Background: an optimization exercise with open tools, aiming at a short achievable clock period and few clock cycles. Do not read the settings as production practice.
The RTL was checked by simulation tests, not by an equivalence proof against the original design.
Power is estimated from default activity; no workload was simulated.

[run.sh]
#!/bin/bash
# synth_recipe.tcl (not shown) runs the flow's synth.tcl, then flattens the netlist and writes it again
# the make line also repeats each setting of config.mk as NAME=value (left out here)
make -C /OpenROAD-flow-scripts/flow DESIGN_CONFIG=/design/flow/config.mk WORK_HOME=/design/flow/orfs CLKGATE_MAP_FILE= SYNTH_SCRIPT=/design/flow/synth_recipe.tcl finish
[config.mk]
export PLATFORM = sky130hd
export DESIGN_NAME = control_unit
export DESIGN_NICKNAME = control_unit
export VERILOG_FILES = /design/flow/design.v
export SDC_FILE = /design/flow/constraint.sdc
export NUM_CORES = 4
export LEC_CHECK = 0
export CAP_MARGIN = 20
export CORE_MARGIN = 2
export CORE_UTILIZATION = 40
export PLACE_DENSITY = 0.6
export SLEW_MARGIN = 20
[constraint.sdc]
create_clock -name core_clock -period 19.0 [get_ports {clk}]
set_input_delay 3.8000 -clock core_clock [delete_from_list [all_inputs] [get_ports {clk}]]
set_output_delay 3.8000 -clock core_clock [all_outputs]
set_load 0.01 [all_outputs]
[design.v]
module control_unit(
    input  wire        clk,
    input  wire        rst,
    input  wire        button1,
    output wire        mem_en,
    output wire        mem_we,
    output wire [9:0]  mem_addr,
    output wire [31:0] mem_wdata,
    input  wire [31:0] mem_rdata,
    output wire        halted
);
    reg        halt;
    reg        btn_dly;
    reg [31:0] sp;
    reg [31:0] R [0:15];
    reg [9:0]  flo;
    reg [21:0] fhi;
    reg        fpend;
    reg [5:0]  fimm6;
    reg        fc10;
    reg        fetch_ok;
    reg        f_valid;
    reg [31:0] f_pc;
    reg        qv0, qv1, qv2;
    reg [31:0] qw0, qw1, qw2;
    reg [31:0] qp0, qp1, qp2;
    reg        e_mem, e_we;
    reg [9:0]  e_addr;
    reg [31:0] e_wdata;
    reg        e_rwe, e_load, e_ldsp, e_ret;
    reg [3:0]  e_rd;
    reg [31:0] e_a, e_b;
    reg        e_cin;
    reg        e_add, e_and, e_or, e_xor, e_not, e_sra, e_sll, e_srl;
    reg        w_rwe, w_load, w_ldsp, w_ret;
    reg [3:0]  w_rd;
    reg [31:0] w_res;
    reg        ret_pending;
    wire fetch_issue = fetch_ok & ~e_mem;
    assign mem_en    = fetch_ok | e_mem;
    assign mem_we    = e_we;
    assign mem_addr  = e_mem ? e_addr : flo;
    assign mem_wdata = e_wdata;
    assign halted    = halt;
    wire p1 = button1 & ~btn_dly;
    wire [31:0] e_sum = e_a + e_b + {31'd0, e_cin};
    wire [31:0] e_res = ({32{e_add}} & e_sum) |
                        ({32{e_and}} & (e_a & e_b)) |
                        ({32{e_or}}  & (e_a | e_b)) |
                        ({32{e_xor}} & (e_a ^ e_b)) |
                        ({32{e_not}} & ~e_a) |
                        ({32{e_sra}} & {e_a[31], e_a[31:1]}) |
                        ({32{e_sll}} & {e_a[30:0], 1'b0}) |
                        ({32{e_srl}} & {1'b0, e_a[31:1]});
    wire e_fwd = e_rwe & ~e_load;
    wire [31:0] w_val = w_load ? mem_rdata : w_res;
    wire [31:0] dw  = qw0;
    wire [31:0] dpc = qp0;
    wire [5:0] d_op   = dw[31:26];
    wire [5:0] d_func = dw[5:0];
    wire [3:0] d_rs = dw[24:21];
    wire [3:0] d_rt = dw[19:16];
    wire [3:0] d_rdf = dw[14:11];
    wire [31:0] d_imm = {{16{dw[15]}}, dw[15:0]};
    wire d_opr   = (d_op == 6'd0);
    wire d_ralu  = d_opr & (d_func <= 6'd8);
    wire d_move  = d_opr & (d_func == 6'd10);
    wire d_push  = d_opr & (d_func == 6'd11);
    wire d_pop   = d_opr & (d_func == 6'd12);
    wire d_ret   = d_opr & (d_func == 6'd13);
    wire d_ialu  = (d_op >= 6'd1) & (d_op <= 6'd9);
    wire d_bc    = (d_op >= 6'd11) & (d_op <= 6'd13);
    wire d_ld    = (d_op == 6'd14);
    wire d_st    = (d_op == 6'd15);
    wire d_ldsp  = (d_op == 6'd16);
    wire d_stsp  = (d_op == 6'd17);
    wire d_call  = (d_op == 6'd18);
    wire d_li    = (d_op == 6'd19);
    wire d_halt  = (d_op == 6'd62);
    wire d_use_rs_data = d_ralu | d_ialu | d_move | d_push;
    wire d_use_rt_data = d_ralu | d_st;
    wire d_use_rs_addr = d_ld | d_st | d_ldsp | d_stsp | d_bc;
    wire d_use_sp      = d_push | d_pop | d_call | d_ret | d_stsp | d_ldsp;
    wire d_wr_rd = d_ralu | d_move | d_pop;
    wire d_wr_rt = d_ialu | d_ld | d_li;
    wire [3:0] d_dst = d_wr_rd ? d_rdf : d_rt;
    wire e_hit_rs = e_rwe & (e_rd == d_rs);
    wire e_hit_rt = e_rwe & (e_rd == d_rt);
    wire w_hit_rs = w_rwe & (w_rd == d_rs);
    wire w_hit_rt = w_rwe & (w_rd == d_rt);
    wire [31:0] r_rs = R[d_rs];
    wire [31:0] r_rt = R[d_rt];
    wire [31:0] v_rs = (e_hit_rs & ~e_load) ? e_res : w_hit_rs ? w_val : r_rs;
    wire [31:0] v_rt = (e_hit_rt & ~e_load) ? e_res : w_hit_rt ? w_val : r_rt;
    wire [31:0] a_rs = (e_hit_rs & ~e_load) ? e_res : (w_hit_rs & ~w_load) ? w_res : r_rs;
    wire sp_busy = e_ldsp | w_ldsp;
    wire d_stall_dep = (d_use_rs_data & e_hit_rs & e_load) |
                       (d_use_rt_data & e_hit_rt & e_load) |
                       (d_use_rs_addr & ((e_hit_rs & e_load) | (w_hit_rs & w_load))) |
                       (d_use_sp & sp_busy);
    wire d_stall = halt | ret_pending | d_stall_dep;
    wire d_fire  = qv0 & ~d_stall;
    wire a_neg  = a_rs[31];
    wire a_zero = (a_rs == 32'd0);
    wire d_taken = ((d_op == 6'd11) & a_neg) |
                   ((d_op == 6'd12) & ~a_neg & ~a_zero) |
                   ((d_op == 6'd13) & a_zero);
    wire d_pred  = dw[15];
    wire d_redirect = d_fire & d_bc & (d_taken != d_pred);
    wire [31:0] d_pc1 = dpc + 32'd1;
    wire [31:0] d_tgt = d_taken ? (dpc + d_imm) : d_pc1;
    wire [9:0] d_addr_rs = a_rs[9:0] + dw[9:0];
    wire [31:0] sp_m1 = sp - 32'd1;
    wire [31:0] sp_p1 = sp + 32'd1;
    wire [9:0] d_addr = (d_push | d_call) ? sp_m1[9:0] :
                        (d_pop | d_ret) ? sp[9:0] : d_addr_rs;
    wire d_mem = d_ld | d_st | d_ldsp | d_stsp | d_push | d_pop | d_call | d_ret;
    wire d_mwe = d_st | d_stsp | d_push | d_call;
    wire [31:0] d_wdata = d_st ? v_rt : d_stsp ? sp : d_call ? d_pc1 : v_rs;
    reg [3:0] d_k;
    always @(*) begin
        d_k = 4'd0;
        if (d_ralu) d_k = d_func[3:0];
        case (d_op)
            6'd2: d_k = 4'd1;
            6'd3: d_k = 4'd5;
            6'd4: d_k = 4'd7;
            6'd5: d_k = 4'd8;
            6'd6: d_k = 4'd6;
            6'd7: d_k = 4'd3;
            6'd8: d_k = 4'd4;
            6'd9: d_k = 4'd2;
            default: ;
        endcase
    end
    wire [31:0] d_A = d_li ? 32'd0 : v_rs;
    wire [31:0] d_B = d_ralu ? v_rt : (d_ialu | d_li) ? d_imm : 32'd0;
    wire d_alu = d_ralu | d_ialu;
    wire d_sh  = d_B[0];
    wire d_sub = d_alu & (d_k == 4'd1);
    wire d_is_add = ~d_alu | (d_k == 4'd0) | d_sub | (~d_sh & ((d_k == 4'd2) | (d_k == 4'd3) | (d_k == 4'd4)));
    wire d_shz = d_alu & ~d_sh & ((d_k == 4'd2) | (d_k == 4'd3) | (d_k == 4'd4));
    wire [31:0] iw = mem_rdata;
    wire [5:0] i_op = iw[31:26];
    wire i_call = (i_op == 6'd18);
    wire i_take = (i_op == 6'd10) | i_call |
                  (((i_op == 6'd11) | (i_op == 6'd12) | (i_op == 6'd13)) & iw[15]);
    wire i_pred = f_valid & i_take;
    wire [10:0] i_tlo = {1'b0, f_pc[9:0]} + {1'b0, iw[9:0]} + {10'd0, i_call};
    wire w_redirect = w_ret;
    wire squash_all = w_redirect | d_redirect;
    wire squash_f   = squash_all | i_pred;
    wire [21:0] fhi_eff = fpend ? (fhi + {{16{fimm6[5]}}, fimm6} + {21'd0, fc10}) : fhi;
    wire [31:0] fpc_eff = {fhi_eff, flo};
    reg        nv0, nv1, nv2;
    reg [31:0] nw0, nw1, nw2, np0, np1, np2;
    always @(*) begin
        if (d_fire) begin
            nv0 = qv1; nw0 = qw1; np0 = qp1;
            nv1 = qv2; nw1 = qw2; np1 = qp2;
            nv2 = 1'b0; nw2 = qw2; np2 = qp2;
        end else begin
            nv0 = qv0; nw0 = qw0; np0 = qp0;
            nv1 = qv1; nw1 = qw1; np1 = qp1;
            nv2 = qv2; nw2 = qw2; np2 = qp2;
        end
        if (f_valid) begin
            if (!nv0) begin nv0 = 1'b1; nw0 = iw; np0 = f_pc; end
            else if (!nv1) begin nv1 = 1'b1; nw1 = iw; np1 = f_pc; end
            else begin nv2 = 1'b1; nw2 = iw; np2 = f_pc; end
        end
        if (squash_all) begin
            nv0 = 1'b0; nv1 = 1'b0; nv2 = 1'b0;
        end
    end
    wire nf_valid = fetch_issue & ~squash_f;
    wire [1:0] ncnt = {1'b0, nv0} + {1'b0, nv1} + {1'b0, nv2};
    wire nfetch_ok = ({1'b0, ncnt} + {2'b0, nf_valid}) <= 3'd2;
    always @(posedge clk) begin
        if (rst) btn_dly <= 1'b1;
        else btn_dly <= button1;
    end
    always @(posedge clk) begin
        if (w_rwe)
            R[w_rd] <= w_val;
    end
    always @(posedge clk) begin
        if (rst) begin
            halt <= 1'b0;
            sp <= 32'd0;
            flo <= 10'd0; fhi <= 22'd0; fpend <= 1'b0;
            fetch_ok <= 1'b1;
            f_valid <= 1'b0;
            qv0 <= 1'b0; qv1 <= 1'b0; qv2 <= 1'b0;
            e_mem <= 1'b0; e_we <= 1'b0; e_rwe <= 1'b0; e_load <= 1'b0;
            e_ldsp <= 1'b0; e_ret <= 1'b0;
            w_rwe <= 1'b0; w_load <= 1'b0; w_ldsp <= 1'b0; w_ret <= 1'b0;
            ret_pending <= 1'b0;
        end else begin
            if (halt) begin
                if (p1) halt <= 1'b0;
            end else if (d_fire & d_halt)
                halt <= 1'b1;
            if (w_redirect) begin
                {fhi, flo} <= mem_rdata; fpend <= 1'b0;
            end else if (d_redirect) begin
                {fhi, flo} <= d_tgt; fpend <= 1'b0;
            end else if (i_pred) begin
                flo <= i_tlo[9:0];
                fhi <= f_pc[31:10];
                fimm6 <= iw[15:10];
                fc10 <= i_tlo[10];
                fpend <= 1'b1;
            end else if (fetch_issue) begin
                {fhi, flo} <= fpc_eff + 32'd1; fpend <= 1'b0;
            end else begin
                fhi <= fhi_eff; fpend <= 1'b0;
            end
            f_valid <= nf_valid;
            f_pc <= fpc_eff;
            fetch_ok <= nfetch_ok;
            qv0 <= nv0; qv1 <= nv1; qv2 <= nv2;
            qw0 <= nw0; qw1 <= nw1; qw2 <= nw2;
            qp0 <= np0; qp1 <= np1; qp2 <= np2;
            if (w_ldsp)
                sp <= mem_rdata;
            else if (d_fire & (d_push | d_call))
                sp <= sp_m1;
            else if (d_fire & (d_pop | d_ret))
                sp <= sp_p1;
            if (w_redirect)
                ret_pending <= 1'b0;
            else if (d_fire & d_ret)
                ret_pending <= 1'b1;
            e_mem  <= d_fire & d_mem;
            e_we   <= d_fire & d_mwe;
            e_rwe  <= d_fire & (d_wr_rd | d_wr_rt);
            e_load <= d_fire & (d_pop | d_ld);
            e_ldsp <= d_fire & d_ldsp;
            e_ret  <= d_fire & d_ret;
            e_rd   <= d_dst;
            e_addr <= d_addr;
            e_wdata <= d_wdata;
            e_a    <= d_A;
            e_b    <= d_sub ? ~d_B : (d_shz ? 32'd0 : d_B);
            e_cin  <= d_sub;
            e_add  <= d_is_add;
            e_and  <= d_alu & (d_k == 4'd5);
            e_or   <= d_alu & (d_k == 4'd7);
            e_xor  <= d_alu & (d_k == 4'd8);
            e_not  <= d_alu & (d_k == 4'd6);
            e_sra  <= d_alu & d_sh & (d_k == 4'd2);
            e_sll  <= d_alu & d_sh & (d_k == 4'd3);
            e_srl  <= d_alu & d_sh & (d_k == 4'd4);
            w_rwe  <= e_rwe;
            w_load <= e_load;
            w_ldsp <= e_ldsp;
            w_ret  <= e_ret;
            w_rd   <= e_rd;
            w_res  <= e_res;
        end
    end
endmodule
==> results of run 1 <==
-- layer usage --
metal,routed length [um],vias to the layer above
li1,-,17774
met1,77300,20740
met2,84000,2289
met3,19900,393
met4,9110,10
met5,115,-
-- state kept, by name (all words and copies together), names as in the netlist, 4 cells and up, named ones only --
| name | count |
|---|---|
| R | 512 |
| qp2 | 32 |
| fhi | 22 |
| w_res | 32 |
| sp | 32 |
| qw1 | 30 |
| qp0 | 32 |
| flo | 10 |
| e_rd | 4 |
| qw2 | 30 |
| fimm6 | 6 |
| e_a | 32 |
| e_addr | 10 |
| e_wdata | 32 |
| qp1 | 32 |
| f_pc | 32 |
| qw0 | 30 |
| e_b | 32 |
| w_rd | 4 |
-- power by group through the flow --
stage | Combinational, uW | Sequential (uW) | Clock [uW]
detailed placement | 3210 | 3080 | 0
floorplan | 2210 | 2910 | 0
finish | 3290 | 3040 | 2200
global route | 3490 | 3070 | 2310
CTS | 3220 | 3040 | 2230
global placement | 3190 | 3080 | 0
-- final timing paths --
check	startpoint	cells after the start	to
worst max-delay path	flop	21	fetch_ok$_SDFF_PP1_
worst min-delay path	e_ldsp$_SDFF_PP0_	1	w_ldsp$_SDFF_PP0_
worst max register to register	flop	21	fetch_ok$_SDFF_PP1_
worst min register to register	e_ldsp$_SDFF_PP0_	1	w_ldsp$_SDFF_PP0_
-- placed cells by master, fill, tap and decap left out, drive strengths merged, types with 39 or more instances in the layout --
master / n
xor2: 63
buf: 98
o21ai: 173
o211ai: 39
edfxtp: 892
nor2: 470
mux2: 63
nand2: 269
xnor2: 87
inv: 173
clkdlybuf4s50: 78
dfxtp: 91
nor2b: 41
a21oi: 380
a211oi: 77
nor3: 84
mux4: 296
mux2i: 236
ha: 140
nand3: 78
a22oi: 51
and3: 46
clkbuf: 149
a222oi: 68
-- cells by family (layout without fill, tap and decap cells) --
group           after synthesis  after routing  share of synthesized area
simple gates               1180           1180                     0.0975
fa+ha+maj                   149            149                     0.0347
xor+xnor                    150            150                     0.0236
mux                         595            595                      0.175
compound gates             1043           1043                      0.122
flops                       983            983                      0.513
other cells                   0              2                          0
buf+inv                     482            548                     0.0338
-- critical path, stage by stage (launching register included) --
cell	delay [ns]
dfxtp_4	0.87
buf_4	0.55
buf_4	0.59
mux4_2	0.58
a22o_1	0.23
a221oi_1	0.33
o2111ai_1	0.19
nor4_1	0.90
nand4_1	0.19
nand3_1	0.19
nand4_1	0.25
or4_1	0.65
o211a_1	0.26
a21o_1	0.28
or2_2	0.59
or4b_1	0.62
fa_1	0.52
inv_1	0.04
ha_1	0.20
ha_1	0.27
nor3b_1	0.13
or3_1	0.29
-- area by class of cell --
type,count,area [sq um],area share
Antenna cell,2,5.00,0.0000804
Tap cell,1794,2240,0.0361
Multi-Input combinational cell,3117,25400,0.409
Sequential cell,983,28600,0.460
Inverter,171,649,0.0104
Clock buffer,149,3040,0.0488
Timing Repair Buffer,176,1540,0.0247
Clock inverter,52,674,0.0108
-- stage by stage --
stage	util	area (sq um)	total power [uW]	worst slack (ns)	instances
finish	0.451	62200	8530	10.03	6444
global route	0.451	62200	8880	9.72	6442
CTS	0.451	62200	8500	10.10	6442
detailed placement	0.424	58500	6290	10.16	6241
global placement	0.424	58500	6270	10.20	6240
floorplan	-	55700	5120	5.26	4582
==> flow_summary.yaml, run 1 <==
timing:
  timing_worst_slew_pin_value_ns: 1.21
  finalWorstPathRequiredPeriod_ns: 8.97
  max_freq_ghz: 0.111
  setup_repair_after_global_routing_missed_its_margin: "no"
  maxSlewHeadroom: 0.187
  setup_violators_final: 0
  hold_ws_ns: 0.457
  period_share: 0.472
  fin_tns_setup_ns: 0
  finalMaxSlewViolations: 0
  finalHoldViolCount: 0
  skew_ns: 0.0877
logic_synthesis:
  yosysMostFrequentCell: "edfxtp_1"
  mean_syn_cell_area_sq_um: 12.2
  async_flop_share: 0
  ys_ff_latch: 983
  synth_ff_type: "edfxtp_1"
  synth.top_cells.by_area: "edfxtp_1 (48%), mux4_2 (12%), mux2i_1 (4.2%)"
  netlist.top_cell.by_area: "edfxtp_1"
  ys_top_cells_by_count: "edfxtp_1 (892), nor2_1 (470), a21oi_1 (380)"
  synthesized_area_sq_um: 55700
  synth.lib_cells_used.distinct: 82
  syn-instance-count: 4582
  number_of_flops_mapped_to_enable_cells_by_yosys: 892
  top_area_cell_type_share_of_the_netlist_area: 0.481
  yosysSeqAreaShare: 0.513
  postSynthNetCount: 4766
  yosysWarningCount: 1
grt:
  grt_max_degree: 172
  global_route.overflow_total: 0
  grt_antenna_before_repair: 12
  grtUsageMet2: 0.395
  first_global_vias: 38883
  grt-busiest-layer: "met2"
  gr-usage-all-layers: 0.264
  grt_util_met3: 0.0587
  grt_first_pass_wirelength_mm: 276
  globalRouteMet1Util: 0.369
status:
  result_of_the_run: "timing/DRC/antenna clean"
power_and_ir_drop:
  clkPwrFrac: 0.258
  cellPowerDensity_nw_per_um2: 137
  power.static_leakage_uw: 0.0213
  ir_drop_worst_case_vdd_mv: 0.0817
  power_share_of_the_sequential_group: 0.357
  share_comb_of_total_power: 0.385
  power.share.switching: 0.377
  internal-power_uw: 5320
  p_sw_uw: 3210
layout:
  flow.area_growth_from_synthesis_pct: 11.7
  fill_cells: 12395
  share_of_cells_above_drive_strength_1: 0.149
  fin_nets: 4740
floorplan:
  start_util: 0.404
  fp-row-count: 136
  die_width_um: 377
  fp.dieArea_sq_um: 142000
  die_h_um: 377
  boundary_pin_count: 80
  core_area_sq_um: 138000
routing:
  detailroute.via_count: 41206
  wire_per_inst_um: 29.5
  via_density: 6.39
  firstDrtPassIters: 9
  detail_route.wirelength_mm: 190
  drt_drc_violations_left: 0
  postRouteAntennaNets: 0
  drt_first_iter_violations: 5900
worst_setup_path:
  critical_path_required_ns: 19.64
  startpoint_type: "flop"
  worstSetupPathType: "reg2reg"
  worst-path-max-fanout: 36
  critPathArrivalTime_ns: 9.61
  ff2ff_setup_slack_ns: 10.03
  end_kind: "flop"
place:
  dpl.hpwl_mm: 127
  portBuffers: 79
  finalWeightedCongestion: 0.986
clock_tree:
  ctsResizeCount: 0
  clockRootBuffer: "clkbuf_16"
  cts.sinks: 983
  cts_hold_buffers: 0
  tritoncts: "built"
  clockBufferDepth: 3
  clock_transition_at_the_registers_of_the_reported_paths_ns: 0.07
  cts_made_buffers: 107
  post-cts-setup-buffer-count: 0
  clk_latency_ns: 0.77
  ctsHtreeMaxLevel: 3
run:
  total_of_max_cap_violations: 0
hold_path:
  hold_path.class: "reg2reg"
Testbench counts, summed over its fixed seeds: cycles 54,157.
==> run 2, diff against run 1 <==
--- a/design.v
+++ b/design.v
@@ -1,2 +1,2 @@
-module control_unit(
+module control_unit #(parameter IK = 6) (
     input  wire        clk,
@@ -21,4 +21,13 @@
     reg        fetch_ok;
-    reg        f_valid;
+    reg        f_valid;    
+    reg        f_cache;    
+    reg        f_fill;     
     reg [31:0] f_pc;
+    reg [31:0] c_word;
+    localparam IN = 1 << IK;
+    reg [31:0]   ic_d [0:IN-1];
+    reg [9-IK:0] ic_t [0:IN-1];
+    reg [IN-1:0] ic_v;
+    reg [31:0] ras [0:3];
+    reg [1:0]  ras_p;
     reg        qv0, qv1, qv2;
@@ -26,3 +35,3 @@
     reg [31:0] qp0, qp1, qp2;
-    reg        e_mem, e_we;
+    reg        e_mem, e_we, e_stk;
     reg [9:0]  e_addr;
@@ -37,4 +46,12 @@
     reg [31:0] w_res;
-    reg        ret_pending;
-    wire fetch_issue = fetch_ok & ~e_mem;
+    reg        ret_pending;    
+    reg        exp_v;          
+    reg [31:0] exp_pc;
+    reg [31:0] sc_d [0:15];
+    reg [5:0]  sc_t [0:15];
+    reg [15:0] sc_v;
+    wire [IK-1:0] ic_i = flo[IK-1:0];
+    wire ic_hit = ic_v[ic_i] & (ic_t[ic_i] == flo[9:IK]);
+    wire [31:0] ic_w = ic_d[ic_i];
+    wire fetch_issue = fetch_ok & (ic_hit | ~e_mem);
     assign mem_en    = fetch_ok | e_mem;
@@ -54,3 +71,2 @@
                         ({32{e_srl}} & {1'b0, e_a[31:1]});
-    wire e_fwd = e_rwe & ~e_load;
     wire [31:0] w_val = w_load ? mem_rdata : w_res;
@@ -100,4 +116,10 @@
                        (d_use_sp & sp_busy);
-    wire d_stall = halt | ret_pending | d_stall_dep;
+    wire d_badpc = exp_v & (dpc != exp_pc);
+    wire d_stall = halt | ret_pending | d_stall_dep | d_badpc;
     wire d_fire  = qv0 & ~d_stall;
+    wire d_fix   = qv0 & ~halt & ~ret_pending & d_badpc;
+    wire [3:0]  sc_i   = sp[3:0];
+    wire        sc_efw = e_we & (e_addr == sp[9:0]);
+    wire        sc_hit = sc_efw | (sc_v[sc_i] & (sc_t[sc_i] == sp[9:4]));
+    wire [31:0] sc_val = sc_efw ? e_wdata : sc_d[sc_i];
     wire a_neg  = a_rs[31];
@@ -108,5 +130,5 @@
     wire d_pred  = dw[15];
-    wire d_redirect = d_fire & d_bc & (d_taken != d_pred);
+    wire d_redirect = (d_fire & d_bc & (d_taken != d_pred)) | d_fix;
     wire [31:0] d_pc1 = dpc + 32'd1;
-    wire [31:0] d_tgt = d_taken ? (dpc + d_imm) : d_pc1;
+    wire [31:0] d_tgt = d_fix ? exp_pc : d_taken ? (dpc + d_imm) : d_pc1;
     wire [9:0] d_addr_rs = a_rs[9:0] + dw[9:0];
@@ -116,3 +138,3 @@
                         (d_pop | d_ret) ? sp[9:0] : d_addr_rs;
-    wire d_mem = d_ld | d_st | d_ldsp | d_stsp | d_push | d_pop | d_call | d_ret;
+    wire d_mem = d_ld | d_st | d_ldsp | d_stsp | d_push | ((d_pop | d_ret) & ~sc_hit) | d_call;
     wire d_mwe = d_st | d_stsp | d_push | d_call;
@@ -135,3 +157,3 @@
     end
-    wire [31:0] d_A = d_li ? 32'd0 : v_rs;
+    wire [31:0] d_A = d_li ? 32'd0 : d_pop ? sc_val : v_rs;
     wire [31:0] d_B = d_ralu ? v_rt : (d_ialu | d_li) ? d_imm : 32'd0;
@@ -142,14 +164,29 @@
     wire d_shz = d_alu & ~d_sh & ((d_k == 4'd2) | (d_k == 4'd3) | (d_k == 4'd4));
-    wire [31:0] iw = mem_rdata;
-    wire [5:0] i_op = iw[31:26];
+    wire [31:0] iw = f_cache ? c_word : mem_rdata;
+    wire [5:0] i_op = mem_rdata[31:26];
     wire i_call = (i_op == 6'd18);
-    wire i_take = (i_op == 6'd10) | i_call |
-                  (((i_op == 6'd11) | (i_op == 6'd12) | (i_op == 6'd13)) & iw[15]);
-    wire i_pred = f_valid & i_take;
-    wire [10:0] i_tlo = {1'b0, f_pc[9:0]} + {1'b0, iw[9:0]} + {10'd0, i_call};
+    wire i_ret  = (i_op == 6'd0) & (mem_rdata[5:0] == 6'd13);
+    wire i_jmp  = (i_op == 6'd10) | i_call |
+                  (((i_op == 6'd11) | (i_op == 6'd12) | (i_op == 6'd13)) & mem_rdata[15]);
+    wire i_mem  = f_valid & ~f_cache;
+    wire [10:0] i_tlo = {1'b0, f_pc[9:0]} + {1'b0, mem_rdata[9:0]} + {10'd0, i_call};
+    wire [5:0] c_op = ic_w[31:26];
+    wire c_call = (c_op == 6'd18);
+    wire c_ret  = (c_op == 6'd0) & (ic_w[5:0] == 6'd13);
+    wire c_jmp  = (c_op == 6'd10) | c_call |
+                  (((c_op == 6'd11) | (c_op == 6'd12) | (c_op == 6'd13)) & ic_w[15]);
+    wire [10:0] c_tlo = {1'b0, flo} + {1'b0, ic_w[9:0]} + {10'd0, c_call};
     wire w_redirect = w_ret;
     wire squash_all = w_redirect | d_redirect;
-    wire squash_f   = squash_all | i_pred;
+    wire i_predj = ~squash_all & i_mem & i_jmp;
+    wire i_predr = ~squash_all & i_mem & i_ret;
+    wire i_pred  = i_predj | i_predr;
+    wire f_go    = ~squash_all & ~i_pred & fetch_issue & ic_hit;
+    wire f_predj = f_go & c_jmp;
+    wire f_predr = f_go & c_ret;
+    wire squash_f = squash_all | i_pred;
     wire [21:0] fhi_eff = fpend ? (fhi + {{16{fimm6[5]}}, fimm6} + {21'd0, fc10}) : fhi;
     wire [31:0] fpc_eff = {fhi_eff, flo};
+    wire [31:0] ras_top = ras[ras_p];
+    wire [31:0] ras_tgt = ras_top + 32'd1;
     reg        nv0, nv1, nv2;
@@ -187,2 +224,40 @@
     always @(posedge clk) begin
+        if (e_we & (e_stk | (sc_t[e_addr[3:0]] == e_addr[9:4]))) begin
+            sc_d[e_addr[3:0]] <= e_wdata;
+            sc_t[e_addr[3:0]] <= e_addr[9:4];
+        end
+    end
+    always @(posedge clk) begin
+        if (rst)
+            sc_v <= 16'd0;
+        else if (e_we & e_stk)
+            sc_v[e_addr[3:0]] <= 1'b1;
+    end
+    wire [IK-1:0] fl_i = f_pc[IK-1:0];
+    wire [IK-1:0] st_i = e_addr[IK-1:0];
+    wire st_fill_same = f_fill & (e_addr == f_pc[9:0]);
+    always @(posedge clk) begin
+        if (f_fill) begin
+            ic_d[fl_i] <= (e_we & st_fill_same) ? e_wdata : mem_rdata;
+            ic_t[fl_i] <= f_pc[9:IK];
+        end
+        if (e_we & (ic_t[st_i] == e_addr[9:IK]) & ~(f_fill & (fl_i == st_i)))
+            ic_d[st_i] <= e_wdata;
+    end
+    always @(posedge clk) begin
+        if (rst)
+            ic_v <= {IN{1'b0}};
+        else if (f_fill)
+            ic_v[fl_i] <= 1'b1;
+    end
+    always @(posedge clk) begin
+        if (rst)
+            ras_p <= 2'd0;
+        else if ((i_predj & i_call) | (f_predj & c_call)) begin
+            ras[ras_p + 2'd1] <= i_predj ? f_pc : fpc_eff;
+            ras_p <= ras_p + 2'd1;
+        end else if (i_predr | f_predr)
+            ras_p <= ras_p - 2'd1;
+    end
+    always @(posedge clk) begin
         if (rst) begin
@@ -193,2 +268,4 @@
             f_valid <= 1'b0;
+            f_cache <= 1'b0;
+            f_fill <= 1'b0;
             qv0 <= 1'b0; qv1 <= 1'b0; qv2 <= 1'b0;
@@ -198,2 +275,3 @@
             ret_pending <= 1'b0;
+            exp_v <= 1'b0;
         end else begin
@@ -207,8 +285,16 @@
                 {fhi, flo} <= d_tgt; fpend <= 1'b0;
-            end else if (i_pred) begin
+            end else if (i_predr | f_predr) begin
+                {fhi, flo} <= ras_tgt; fpend <= 1'b0;
+            end else if (i_predj) begin
                 flo <= i_tlo[9:0];
                 fhi <= f_pc[31:10];
-                fimm6 <= iw[15:10];
+                fimm6 <= mem_rdata[15:10];
                 fc10 <= i_tlo[10];
                 fpend <= 1'b1;
+            end else if (f_predj) begin
+                flo <= c_tlo[9:0];
+                fhi <= fhi_eff;
+                fimm6 <= ic_w[15:10];
+                fc10 <= c_tlo[10];
+                fpend <= 1'b1;
             end else if (fetch_issue) begin
@@ -219,3 +305,6 @@
             f_valid <= nf_valid;
+            f_cache <= ic_hit;
+            f_fill  <= fetch_issue & ~ic_hit;
             f_pc <= fpc_eff;
+            c_word <= ic_w;
             fetch_ok <= nfetch_ok;
@@ -232,10 +321,16 @@
                 ret_pending <= 1'b0;
-            else if (d_fire & d_ret)
+            else if (d_fire & d_ret & ~sc_hit)
                 ret_pending <= 1'b1;
+            if (d_fire & d_ret & sc_hit) begin
+                exp_v <= 1'b1;
+                exp_pc <= sc_val;
+            end else if (d_fire | d_fix)
+                exp_v <= 1'b0;
             e_mem  <= d_fire & d_mem;
             e_we   <= d_fire & d_mwe;
+            e_stk  <= d_push | d_call;
             e_rwe  <= d_fire & (d_wr_rd | d_wr_rt);
-            e_load <= d_fire & (d_pop | d_ld);
+            e_load <= d_fire & ((d_pop & ~sc_hit) | d_ld);
             e_ldsp <= d_fire & d_ldsp;
-            e_ret  <= d_fire & d_ret;
+            e_ret  <= d_fire & d_ret & ~sc_hit;
             e_rd   <= d_dst;
==> flow/run.sh (new file) <==
#!/bin/bash
# Own flow: the standard layout (standard synthesis, same SDC and
# period), with ORFS's timing repair asked to leave a larger setup margin.
set -euo pipefail
bash standard.sh SETUP_SLACK_MARGIN=12 finish > standard_run.log 2>&1
==> standard.sh (new file) <==
#!/bin/bash
# synth_recipe.tcl (not shown) runs the flow's synth.tcl, then flattens the netlist and writes it again
# the make line also repeats each setting of config.mk as NAME=value (left out here)
make -C /OpenROAD-flow-scripts/flow DESIGN_CONFIG=/design/flow/config.mk WORK_HOME=/design/flow/orfs CLKGATE_MAP_FILE= SYNTH_SCRIPT=/design/flow/synth_recipe.tcl "${@:-finish}"
removed: run.sh
==> run 2 against run 1 <==
Largest power group is now sequential cells. Worst setup slack improved by 1.9 ns. Clock skew decreased by 0.034 ns. Via count increased to 3.3 times the previous value. Sequential cell count up 3078. Area after synthesis grew to 3.6 times the previous value. Critical path type unchanged. Utilization decreased by 0.41 points. First-iteration DRC count grew to 4.0 times the previous value. Largest cell class unchanged. Register-to-register slack gained 1.9 ns. Combinational power rose by 54%.
==> flow_summary.yaml, run 2 <==
status:
  result_of_the_run: "timing/DRC/antenna clean"
power_and_ir_drop:
  power.static_leakage_uw: 0.0724
  ir_drop_worst_case_vdd_mv: 0.0960
  power.share.switching: 0.304
  internal-power_uw: 16600
  cellPowerDensity_nw_per_um2: 107
  share_comb_of_total_power: 0.213
  power_share_of_the_sequential_group: 0.438
  clkPwrFrac: 0.349
  p_sw_uw: 7230
timing:
  max_freq_ghz: 0.142
  skew_ns: 0.0542
  finalWorstPathRequiredPeriod_ns: 7.04
  timing_worst_slew_pin_value_ns: 1.31
  finalMaxSlewViolations: 0
  fin_tns_setup_ns: 0
  maxSlewHeadroom: 0.104
  setup_violators_final: 0
  setup_repair_after_global_routing_missed_its_margin: "yes"
  period_share: 0.370
  finalHoldViolCount: 0
routing:
  drt_drc_violations_left: 0
  detail_route.wirelength_mm: 702
  postRouteAntennaNets: 0
  wire_per_inst_um: 32.5
  firstDrtPassIters: 10
  via_density: 6.31
  drt_first_iter_violations: 23604
  detailroute.via_count: 136162
layout:
  mostFrequentLayoutCells: "edfxtp_1 (3867), nor2_1 (2578), a21oi_1 (2243)"
  max_flop_register: "ic_d"
  fin_nets: 14746
  share_of_cells_above_drive_strength_1: 0.196
  flow.area_growth_from_synthesis_pct: 11.6
  layout_commonest_cell: "edfxtp_1"
  multi_input_comb_area_sq_um: 74500
  max_reg_flops: 1920
  area.sequential_sq_um: 120000
  final_design_area_no_fill_sq_um: 222000
  fill_cells: 43817
floorplan:
  die_h_um: 710
  core_area_sq_um: 497000
  die_width_um: 710
  start_util: 0.401
  boundary_pin_count: 80
  fp-row-count: 259
  fp.dieArea_sq_um: 503000
clock_tree:
  clk_latency_ns: 1.06
  cts_made_buffers: 425
  clockRootBuffer: "clkbuf_16"
  ctsHtreeMaxLevel: 5
  cts_hold_buffers: 0
  cts.sinks: 4061
  clockBufferDepth: 4
  clock_transition_at_the_registers_of_the_reported_paths_ns: 0.06
  tritoncts: "built"
worst_setup_path:
  critPathArrivalTime_ns: 7.99
  critical_path_required_ns: 19.95
  worst-path-max-fanout: 35
  worstSetupPathType: "reg2reg"
  end_kind: "flop"
  startpoint_type: "flop"
logic_synthesis:
  ys_ff_latch: 4061
  ys_top_cells_by_count: "edfxtp_1 (3867), nor2_1 (2606), a21oi_1 (2245)"
  synth.top_cells.by_area: "edfxtp_1 (58%), mux4_2 (15%), a21oi_1 (5.6%)"
  netlist.top_cell.by_area: "edfxtp_1"
  synth_ff_type: "edfxtp_1"
  number_of_flops_mapped_to_enable_cells_by_yosys: 3867
  synthesized_area_sq_um: 199000
  yosysMostFrequentCell: "edfxtp_1"
  synth.lib_cells_used.distinct: 94
  yosysSeqAreaShare: 0.603
  top_area_cell_type_share_of_the_netlist_area: 0.583
  syn-instance-count: 14974
  async_flop_share: 0
  mean_syn_cell_area_sq_um: 13.3
  postSynthNetCount: 15183
  yosysWarningCount: 1
grt:
  first_global_vias: 127520
  grt_first_pass_wirelength_mm: 982
  grt_antenna_before_repair: 64
  grt_max_degree: 133
  global_route.overflow_total: 0
  gr-usage-all-layers: 0.272
run:
  total_of_max_cap_violations: 0
place:
  dpl.hpwl_mm: 424
  dpl_cell_area_sq_um: 208000
  portBuffers: 79
  finalWeightedCongestion: 0.962
hold_path:
  hold_path.class: "reg2reg"
[run 2: changes by cell type after synthesis, moves of 51 or more]
cell,previous run,this run
a21oi_1,380,2245
a31oi_1,27,167
buf_1,50,227
clkbuf_1,233,1143
dfxtp_1,91,194
edfxtp_1,892,3867
mux2_2,63,153
mux2i_1,236,175
mux4_2,296,1338
nand2_1,269,693
nor2_1,470,2606
o21ai_0,170,282
xor2_1,63,114
[run 2: power by group through the flow]
stage	clock network (uW)	logic [uW]	registers, uW
2_1_floorplan	0	2940	10500
3_3_place_gp	0	4830	10600
3_5_place_dp	0	4870	10600
4_1_cts	8370	4960	10400
5_1_grt	8690	5230	10400
6_report	8310	5080	10400
[run 2: final timing paths]
| check | startpoint | to | slack, ns | cells past startpoint |
|---|---|---|---|---|
| hold / removal | e_ret$_SDFF_PP0_ | w_ret$_SDFF_PP0_ | 0.44 | 1 |
| hold reg to reg | e_ret$_SDFF_PP0_ | w_ret$_SDFF_PP0_ | 0.44 | 1 |
| setup / recovery | flop | fhi[20]$_SDFF_PP0_ | 11.96 | 18 |
| setup reg to reg | flop | fhi[20]$_SDFF_PP0_ | 11.96 | 18 |
[run 2: final cells by class]
type	count	area share
diodes	25	0.000282
clock buffers	542	0.0512
clock inverters	242	0.00969
inverters	194	0.00332
multi-input cells	9271	0.335
flip-flops and latches	4061	0.540
well taps	6655	0.0375
repair buffers	584	0.0224
[run 2: cells by family (layout without fill, tap and decap cells)]
kind of cell,Yosys count,after routing,share of synthesized area
adder cells (fa/ha/maj),174,174,0.0113
other,0,25,0
AO/OA/AOI/OAI,3269,3269,0.0926
buffers and inverters,1643,1562,0.0320
AND/OR/NAND/NOR,3913,3914,0.0811
XOR/XNOR,243,243,0.0107
flip-flops,4061,4061,0.603
multiplexers,1671,1671,0.169
[run 2: through the flow]
step | setup slack, ns | hold slack (ns) | power (uW) | utilization | std cells
2_1_floorplan | 12.36 | 0.414 | 13400 | - | 14974
3_3_place_gp | 10.45 | 0.425 | 15500 | 0.419 | 20746
3_5_place_dp | 10.48 | 0.423 | 15500 | 0.419 | 20746
4_1_cts | 12.01 | 0.437 | 23700 | 0.447 | 21546
5_1_grt | 11.87 | 0.468 | 24300 | 0.447 | 21554
6_report | 11.96 | 0.439 | 23800 | 0.447 | 21574
[run 2: timing repair]
item,CTS,global route
endpoints found under the setup margin,788,381
pin swaps,3,2
gates cloned,4,0
endpoints found under the hold margin,0,0
resized for setup,72,20
setup buffers,12,2
[run 2: critical path, cell delays in order, from the launching register on]
cell	delay [ns]
dfxtp_4	0.39
buf_16	0.26
buf_6	0.33
buf_6	0.39
buf_6	0.40
mux4_2	0.38
mux4_2	0.55
mux2i_2	0.46
mux2_2	0.32
nor3_1	0.07
o211ai_1	0.85
and2_1	0.32
o21ai_1	0.18
nand4_1	0.19
mux2_2	0.22
nand4_2	0.31
or4b_2	0.77
mux2i_1	0.14
a211oi_1	0.23
[run 2: per-layer routing]
layer  global-route usage  wire length (um)  up-vias
met5                    0               253        -
met4                0.131             40200       38
met3               0.0620             86100     1708
met2                0.414            314000     9238
met1                0.370            261000    68747
li1                     -                 -    56431
Testbench counts of run 2, summed over its fixed seeds: cycles 46,218.
==> run 3, diff against run 2 <==
==> run.sh (new file) <==
#!/bin/bash
# synth_recipe.tcl (not shown) runs the flow's synth.tcl, then flattens the netlist and writes it again
# the make line also repeats each setting of config.mk as NAME=value (left out here)
make -C /OpenROAD-flow-scripts/flow DESIGN_CONFIG=/design/flow/config.mk WORK_HOME=/design/flow/orfs CLKGATE_MAP_FILE= SYNTH_SCRIPT=/design/flow/synth_recipe.tcl finish
removed: flow/run.sh
removed: standard.sh
==> run 3 against run 2 <==
Still clean. Global-route usage shrank 0.10 points. Sequential cell count is the same. Non-clock buffer count shrank 21. Clock power grew 2%.
==> flow_summary.yaml, run 3 <==
clock_tree:
  ctsHtreeMaxLevel: 5
  clock_transition_at_the_registers_of_the_reported_paths_ns: 0.07
  ctsResizeCount: 0
  cts_made_buffers: 424
  post-cts-setup-buffer-count: 0
  clockRootBuffer: "clkbuf_16"
  cts_hold_buffers: 0
  clockBufferDepth: 4
  tritoncts: "built"
  clk_latency_ns: 1.05
  cts.sinks: 4061
logic_synthesis:
  synth_ff_type: "edfxtp_1"
  synth.top_cells.by_area: "edfxtp_1 (58%), mux4_2 (15%), a21oi_1 (5.6%)"
  synthesized_area_sq_um: 199000
  yosysWarningCount: 1
  yosysSeqAreaShare: 0.603
  synth-simple-area-share: 0.0811
  postSynthNetCount: 15183
  yosys.area_share.adder: 0.0113
  synth.lib_cells_used.distinct: 94
  ys_ff_latch: 4061
  synth_top_family_by_area: "multiplexers"
  synth_xor_area_frac: 0.0107
  syn-instance-count: 14974
  mean_syn_cell_area_sq_um: 13.3
  top_area_cell_type_share_of_the_netlist_area: 0.583
  yosysMostFrequentCell: "edfxtp_1"
  synth_mux_area_frac: 0.169
  number_of_flops_mapped_to_enable_cells_by_yosys: 3867
  async_flop_share: 0
  synth_compound_gate_area_share: 0.0926
  ys_top_cells_by_count: "edfxtp_1 (3867), nor2_1 (2606), a21oi_1 (2245)"
  netlist.top_cell.by_area: "edfxtp_1"
routing:
  detail_route.wirelength_mm: 698
  drt_drc_violations_left: 0
  via_density: 6.28
  wire_per_inst_um: 32.4
  route.met3.wl_mm: 78.8
  detailroute.wirelength.met2_mm: 311
  postRouteAntennaNets: 0
  firstDrtPassIters: 7
  routed.top_layer: "met5"
  metal1_wirelength_mm: 266
  drt_first_iter_violations: 22071
  detailroute.via_count: 135277
timing:
  fin_tns_setup_ns: 0
  period_share: 0.461
  finalWorstPathRequiredPeriod_ns: 8.76
  maxSlewHeadroom: 0.0691
  setup_repair_after_global_routing_missed_its_margin: "no"
  setup_violators_final: 0
  finalHoldViolCount: 0
  max_freq_ghz: 0.114
  hold_ws_ns: 0.443
  finalMaxSlewViolations: 0
  post-route-worst-setup-slack_ns: 10.24
  timing_worst_slew_pin_value_ns: 1.40
  skew_ns: 0.0560
worst_setup_path:
  critical-path-max-stage-delay_ns: 0.80
  critical_path_required_ns: 19.92
  worstSetupPathType: "reg2reg"
  critical_path.n_buffers_inverters: 3
  startpoint_type: "flop"
  critPathArrivalTime_ns: 9.68
  critical_path.slowest_cell: "buf_4"
  critical-path-top-delay-family: "simple AND/OR/NAND/NOR gates"
  worst-path-max-fanout: 45
  ff2ff_setup_slack_ns: 10.24
  end_kind: "flop"
  crit_path_cell_trace: "buf_4, buf_4, mux4_2, a22oi_1, o21ai_0, nor4_1, o21bai_1, nor4_1, o211a_1, a31oi_1, o21ai_4, a21boi_1, nor2_1, nand2_1, a211oi_1, fa_1, ha_1, inv_1, ha_1, nor3b_1, or3_1"
power_and_ir_drop:
  power.static_leakage_uw: 0.0723
  cellPowerDensity_nw_per_um2: 108
  ir_drop_worst_case_vdd_mv: 0.0879
layout:
  fin_util: 0.447
  fin_nets: 14723
  share_of_cells_above_drive_strength_1: 0.194
  max_flop_register: "ic_d"
  fill_cells: 43669
  max_reg_flops: 1920
  mostFrequentLayoutCells: "edfxtp_1 (3867), nor2_1 (2579), a21oi_1 (2244)"
  flow.area_growth_from_synthesis_pct: 11.5
  layout_commonest_cell: "edfxtp_1"
floorplan:
  die_h_um: 710
  fp-row-count: 259
  boundary_pin_count: 80
  start_util: 0.401
  die_width_um: 710
  core_area_sq_um: 497000
  fp.dieArea_sq_um: 503000
place:
  portBuffers: 79
  dpl.hpwl_mm: 430
  pre_cts_ws_ns: 10.42
  finalWeightedCongestion: 0.958
grt:
  grt_max_degree: 120
  first_global_vias: 126940
  global_route.overflow_total: 0
  gr-usage-all-layers: 0.271
  grt_antenna_before_repair: 55
  grt_first_pass_wirelength_mm: 979
hold_path:
  hold_path.class: "reg2reg"
status:
  result_of_the_run: "timing/DRC/antenna clean"
run:
  total_of_max_cap_violations: 0
==> run 3: cell counts after synthesis <==
Identical to the previous run, type by type.
==> run 3: cell type report <==
cell class,count,area [sq um],area share
Clock inverter,257,2670,0.0120
Antenna cell,20,50.0,0.000225
Inverter,194,738,0.00333
Timing Repair Buffer,563,4550,0.0205
Sequential cell,4061,120000,0.541
Tap cell,6655,8330,0.0375
Multi-Input combinational cell,9270,74300,0.335
Clock buffer,526,11200,0.0505
==> run 3: cells by family (layout without fill, tap and decap cells) <==
logic type	after synthesis	in the layout
flip-flops	4061	4061
AND/OR/NAND/NOR	3913	3913
AO/OA/AOI/OAI	3269	3269
multiplexers	1671	1671
buffers and inverters	1643	1540
XOR/XNOR	243	243
adder cells (fa/ha/maj)	174	174
other	0	20
==> run 3: power breakdown <==
group          switching, uW  total, uW  internal, uW  leakage, uW
combinational           3250       5000          1750       0.0289
clock                   3700       8490          4780      0.00679
sequential               268      10400         10200       0.0366
==> run 3: layer usage <==
| layer | vias up | GRT usage |
|---|---|---|
| li1 | 56370 | - |
| met1 | 68425 | 0.374 |
| met2 | 8876 | 0.410 |
| met3 | 1590 | 0.0523 |
| met4 | 16 | 0.138 |
| met5 | - | 0 |
==> run 3: stage by stage <==
stage          power, uW  cells  instance area [sq um]
5_1_grt            24500  21530                 222000
2_1_floorplan      13500  14974                 199000
3_3_place_gp       15500  20742                 208000
4_1_cts            23900  21526                 222000
6_report           23900  21546                 222000
3_5_place_dp       15500  20743                 208000
==> run 3: worst paths after layout <==
kind / start / endpoint / cells past startpoint
setup / recovery: flop / fetch_ok$_SDFF_PP1_ / 21
hold / removal: e_ret$_SDFF_PP0_ / w_ret$_SDFF_PP0_ / 1
setup reg to reg: flop / fetch_ok$_SDFF_PP1_ / 21
hold reg to reg: e_ret$_SDFF_PP0_ / w_ret$_SDFF_PP0_ / 1

==> static timing again, ports no longer ideal <==
In the flow no input, the clock included, has a driving cell. The finished layouts below were timed again as built, in two steps.
Step 1: set_driving_cell puts a clkbuf_16 on clk and a buf_2 on each other input, an assumption about the parent block.
Step 2 adds t to the input delays and takes it off the output delays; t is the mean of the earliest and latest rising clock arrival at the registers after step 1. Input paths then give back, and output paths get back, about the clock's delay inside the block.
Slacks: ideal ports / drivers / drivers and shift; pairs: ideal ports / drivers.
| run | t (ns) | slack for setup (ns) | worst setup path after step 2 |
|---|---|---|---|
| run 1 | 0.805 | 10.028 / 10.028 / 10.028 | register to register |
| run 2 | 1.156 | 11.961 / 11.890 / 10.820 | input to register |
| run 3 | 1.144 | 10.240 / 10.240 / 10.155 | input to register |
After both steps every run listed still meets setup and hold. For run 2, which loses most, drivers alone change the setup slack by -0.071 ns; drivers and shift together by -1.141 ns.
